Source: an optimization exercise on an open RTL-to-GDS flow (aim: small area). Production flows keep margins and buffers that such runs may drop. Where RTL was checked, it was by simulation tests only, not by an equivalence proof against the original. Power figures rest on the tool's default switching activity, not on a simulated workload.

// UART
module UART(clk, rst, WRITES, READS, UDI, RX, UART_INT, TX, UDO);
    input               clk, rst, RX;
    input       [7:0]   READS, WRITES;
    input       [7:0]   UDI;
    output              TX, UART_INT;
    output      [7:0]   UDO;
    reg         [7:1]   UART_config;
    reg         [7:0]   UDO;
    wire       [18:0]   tx_count, rx_count;
    wire                tx_btu, rx_btu, rx_half;
    wire        [7:0]   UART_RDATA;
    wire                TX_RDY, RX_RDY, TX_RISE, RX_RISE;
    wire                PERR, FERR, OVF;
    always @(posedge clk)
        if (rst)
            UART_config <= 7'b0;
        else if (WRITES[6])
            UART_config <= UDI[7:1];
    baud_decode
        BAUD_DECODE(.baud_control(UART_config[7:4]),
                    .tx_count(tx_count),
                    .rx_count(rx_count),
                    .rx_half(rx_half),
                    .tx_btu(tx_btu),
                    .rx_btu(rx_btu));
    Rx_engine
        RX_engine   (.clk(clk),
                     .rst(rst),
                     .BTU(rx_btu),
                     .count(rx_count),
  ...
export LEC_CHECK = 0
export CAP_MARGIN = 20
export CORE_MARGIN = 2
export CORE_UTILIZATION = 70
export PLACE_DENSITY = 0.75
export SLEW_MARGIN = 20
create_clock -name core_clock -period 10.0 [get_ports {clk}]
standard.sh (not shown) runs the stock make flow with config.mk's settings and CLKGATE_MAP_FILE= SYNTH_SCRIPT=/design/flow/synth_recipe.tcl, a recipe that flattens the netlist after the stock synthesis.
==> flow/flow/run.sh <==
#!/bin/bash
# The standard layout (standard.sh), with three changes:
#  - synthesis maps the logic with an area-oriented ABC script (flow/area.abc);
#    everything else in synthesis is ORFS's and the standard flow's own script;
#  - the port buffers are the smallest buffer cell;
#  - the clock tree is built without dummy loads.
set -euo pipefail
here=$(pwd)
export AREA_SYNTH_DIR=$here
sed 's#^source $::env(SCRIPTS_DIR)/synth_preamble.tcl$#source $::env(SCRIPTS_DIR)/synth_preamble.tcl\nlset abc_args 1 '"$here"'/flow/area.abc#' \
  "$FLOW_HOME/scripts/synth.tcl" > my_synth.tcl
grep -q "flow/area.abc" my_synth.tcl
bash standard.sh "SYNTH_SCRIPT=$here/flow/area_synth.tcl" \
  "BUFFER_PORTS_ARGS=-buffer_cell sky130_fd_sc_hd__buf_1" \
  "CTS_ARGS=-sink_clustering_enable -repair_clock_nets -dont_use_dummy_load -sink_clustering_size 30 -sink_clustering_max_diameter 300 -buf_list sky130_fd_sc_hd__clkbuf_8" \
  finish > standard_flow.log 2>&1
==> flow/flow/area.abc <==
&get -n
&st
&syn2
&dch
&nf -p -R 1000
&st
&syn2
&dch
&nf -p -R 1000
&st
&syn2
&dch
&nf -p -R 1000
&st
&syn2
&dch
&nf -p -R 1000
&put
==> flow/flow/area_synth.tcl <==
# synth_recipe.tcl's synthesis (ORFS synth.tcl, without the fsm and share
# passes, flattened, function nets renamed), with ABC mapping for area:
# my_synth.tcl is ORFS's synth.tcl with the ABC script set to area.abc.
proc synth {args} { yosys synth -nofsm -noshare {*}$args }
source $::env(AREA_SYNTH_DIR)/my_synth.tcl
# left out here: clear keep_hierarchy, flatten, clean up, hide names made inside functions, write 1_2_yosys.v
The starting point passed the timing, DRC and antenna checks.
Rerun with:
--- a/flow/flow/run.sh
+++ b/flow/flow/run.sh
@@ -13,4 +13,4 @@
 bash standard.sh "SYNTH_SCRIPT=$here/flow/area_synth.tcl" \
   "BUFFER_PORTS_ARGS=-buffer_cell sky130_fd_sc_hd__buf_1" \
-  "CTS_ARGS=-sink_clustering_enable -repair_clock_nets -dont_use_dummy_load -sink_clustering_size 30 -sink_clustering_max_diameter 300 -buf_list sky130_fd_sc_hd__clkbuf_8" \
+  "CTS_ARGS=-sink_clustering_enable -repair_clock_nets -dont_use_dummy_load" \
   finish > standard_flow.log 2>&1
Settings changed: CORE_UTILIZATION 70 to 40, PLACE_DENSITY 0.75 to default.
What happened: The new run produced a clean layout; register-to-register slack degrades by 0.05 ns; worst setup slack degrades by 0.049 ns; clock skew went up by 0.016 ns; sequential share of layout area went down by 0.78 points; cell count went up by 11%; fmax went down by 1.0%; wire length went up by 1.6%; power went down by 0.66%; worst hold slack barely changes; non-clock buffer count is unchanged.
Rerun with:
--- a/flow/flow/run.sh
+++ b/flow/flow/run.sh
@@ -13,4 +13,4 @@
 bash standard.sh "SYNTH_SCRIPT=$here/flow/area_synth.tcl" \
   "BUFFER_PORTS_ARGS=-buffer_cell sky130_fd_sc_hd__buf_1" \
-  "CTS_ARGS=-sink_clustering_enable -repair_clock_nets -dont_use_dummy_load" \
+  "CTS_ARGS=-sink_clustering_enable -repair_clock_nets -dont_use_dummy_load -sink_clustering_size 42 -sink_clustering_max_diameter 300 -sink_buffer_max_cap_derate 1.0 -buf_list sky130_fd_sc_hd__clkbuf_8" \
   finish > standard_flow.log 2>&1
Settings changed: CORE_UTILIZATION 40 to 70, PLACE_DENSITY from default to 0.75.
The changed run went through all stages and came out clean; sequential cell count does not change; clock power stays flat; critical path depth stays the same; power increases by about 0.7%.

---

== v1 ==
Another version of the RTL of UART (not shown whole).
For scale: roughly 84 flip-flops, ~37 I/O pins, ~4300 µm² of cells after synthesis.
Settings: LEC_CHECK=0, CAP_MARGIN=20, CORE_MARGIN=2, CORE_UTILIZATION=40, SLEW_MARGIN=20; clock period 10.0 ns.
==> flow/flow/run.sh <==
#!/bin/bash
# Standard layout, with the port buffers made from the smallest buffer cell.
set -euo pipefail
bash standard.sh "BUFFER_PORTS_ARGS=-buffer_cell sky130_fd_sc_hd__buf_1" finish > standard_flow.log 2>&1
Here is what was changed in the inputs of v32 compared with v1.
# v1
export LEC_CHECK = 0
export CAP_MARGIN = 20
export CORE_MARGIN = 2
export CORE_UTILIZATION = 40
export SLEW_MARGIN = 20
create_clock -name core_clock -period 10.0 [get_ports {clk}]
# v32
export LEC_CHECK = 0
export CAP_MARGIN = 0
export CORE_MARGIN = 2
export CORE_UTILIZATION = 60
export SLEW_MARGIN = 0
create_clock -name core_clock -period 10.0 [get_ports {clk}]
Results
- Between v32 and v1, the difference in leakage power summed over all cells is negligible.
- v32 did not stop at any stage, and its layout met the timing, DRC and antenna checks.
- Of the two values seen for capturing instance or port of the critical path, UDO[3] was produced by v1 and UDO[2] by v32.
- For via count, v32 and v1 come out practically identical.
- When the final numbers for v32 and v1 were put side by side, the mean number of vias per cell turned out to be greater in v32.
- Summary — layout-stage area growth over the synthesis result, v32 relative to v1: lower, by 0.79 points.
The following lists how v35 was set up differently from v32:
# v32
export LEC_CHECK = 0
export CAP_MARGIN = 0
export CORE_MARGIN = 2
export CORE_UTILIZATION = 60
export SLEW_MARGIN = 0
create_clock -name core_clock -period 10.0 [get_ports {clk}]
# v35
export LEC_CHECK = 0
export CAP_MARGIN = 20
export CORE_MARGIN = 2
export CORE_UTILIZATION = 40
export SLEW_MARGIN = 20
create_clock -name core_clock -period 10.0 [get_ports {clk}]
==> flow/run.sh (new file) <==
#!/bin/bash
# synth_recipe.tcl (not shown) runs the flow's synth.tcl, then flattens the netlist and writes it again
# the make line also repeats each setting of config.mk as NAME=value (left out here)
make -C /OpenROAD-flow-scripts/flow DESIGN_CONFIG=/design/flow/config.mk WORK_HOME=/design/flow/orfs CLKGATE_MAP_FILE= SYNTH_SCRIPT=/design/flow/synth_recipe.tcl finish
removed: flow/flow/run.sh
removed: flow/standard.sh
Results
Die width: v35 vs v32 up 21%
Compared with v32, in v35 hold slack climbed 0.023 ns; wire length of the first global-routing pass moved up; count of non-filler cells in the finished layout picked up an extra about 7%; total power consumption of the routed design dropped about 6%; ratio of final minimum period to clock period went up 7.7 points.
v32 has a higher global-route met1 utilization than v35.
[compare] base=v32 new=v35: final critical path time including I/O delays and setup saw an increase, layout-stage area growth over the synthesis result moved up.
[inputs] v16 vs v35
==> flow/flow/run.sh (new file) <==
#!/bin/bash
# Standard layout, with the port buffers made from the smallest buffer cell
# and a clock tree without dummy loads.
set -euo pipefail
bash standard.sh "BUFFER_PORTS_ARGS=-buffer_cell sky130_fd_sc_hd__buf_1" \
  "CTS_ARGS=-sink_clustering_enable -repair_clock_nets -dont_use_dummy_load -sink_clustering_size 30 -sink_clustering_max_diameter 60" \
  finish > standard_flow.log 2>&1
==> flow/standard.sh (new file) <==
#!/bin/bash
# synth_recipe.tcl (not shown) runs the flow's synth.tcl, then flattens the netlist and writes it again
# the make line also repeats each setting of config.mk as NAME=value (left out here)
make -C /OpenROAD-flow-scripts/flow DESIGN_CONFIG=/design/flow/config.mk WORK_HOME=/design/flow/orfs CLKGATE_MAP_FILE= SYNTH_SCRIPT=/design/flow/synth_recipe.tcl "${@:-finish}"
removed: flow/run.sh
==> run notes <==
Of the two values seen for critical path's slowest cell, clkdlybuf4s50_1 was produced by v35 and o21ai_0 by v16. v16 — average routed wire per standard cell about 1.3% higher, v35 as reference. v16 falls short of v35 in final hold slack. Taking v35 as the reference point, the smallest setup slack after layout of v16 rises by 0.76 ns. Summary of the comparison: met3 demand-to-capacity share in global routing is higher in v16, relative to v35. v16: all stages complete, timing, DRC and antenna checks passed.
No functional check of the RTL was part of any run of this note.

## afterwards: timing with drivers on the ports
How much do the figures lean on ideal ports? The routed layouts below were timed once more, with nothing changed but the port constraints. Step 1, drivers: a clkbuf_16 drives clk and a buf_2 each remaining input, both assumed. Step 2 moves the port delays by t, midway between the first and last clock arrival at a register: inputs arrive t later, outputs are due t later. That takes back most of the time a late clock gives input paths. Three values: no drivers, after step 1, after step 2; two values: the first two.
run	shift t [ns]	setup WS [ns]	clock arrival spread, ns
the first run of note 1	0.380	5.232 / 5.210 / 5.210	0.018 / 0.018
the second run of note 1	0.381	5.183 / 5.153 / 5.153	0.034 / 0.034
the third run of note 1	0.380	5.232 / 5.210 / 5.210	0.018 / 0.018
v1	0.390	5.190 / 5.171 / 5.171	0.013 / 0.013
v32	0.383	5.201 / 5.179 / 5.179	0.007 / 0.007
v35	0.392	4.432 / 4.410 / 4.410	0.009 / 0.009
v16	0.386	5.192 / 5.173 / 5.173	0.026 / 0.026
After both steps setup and hold are still met in every run listed. For the second run of note 1, which loses most, drivers alone change the setup slack by -0.030 ns; drivers and shift together by -0.030 ns.
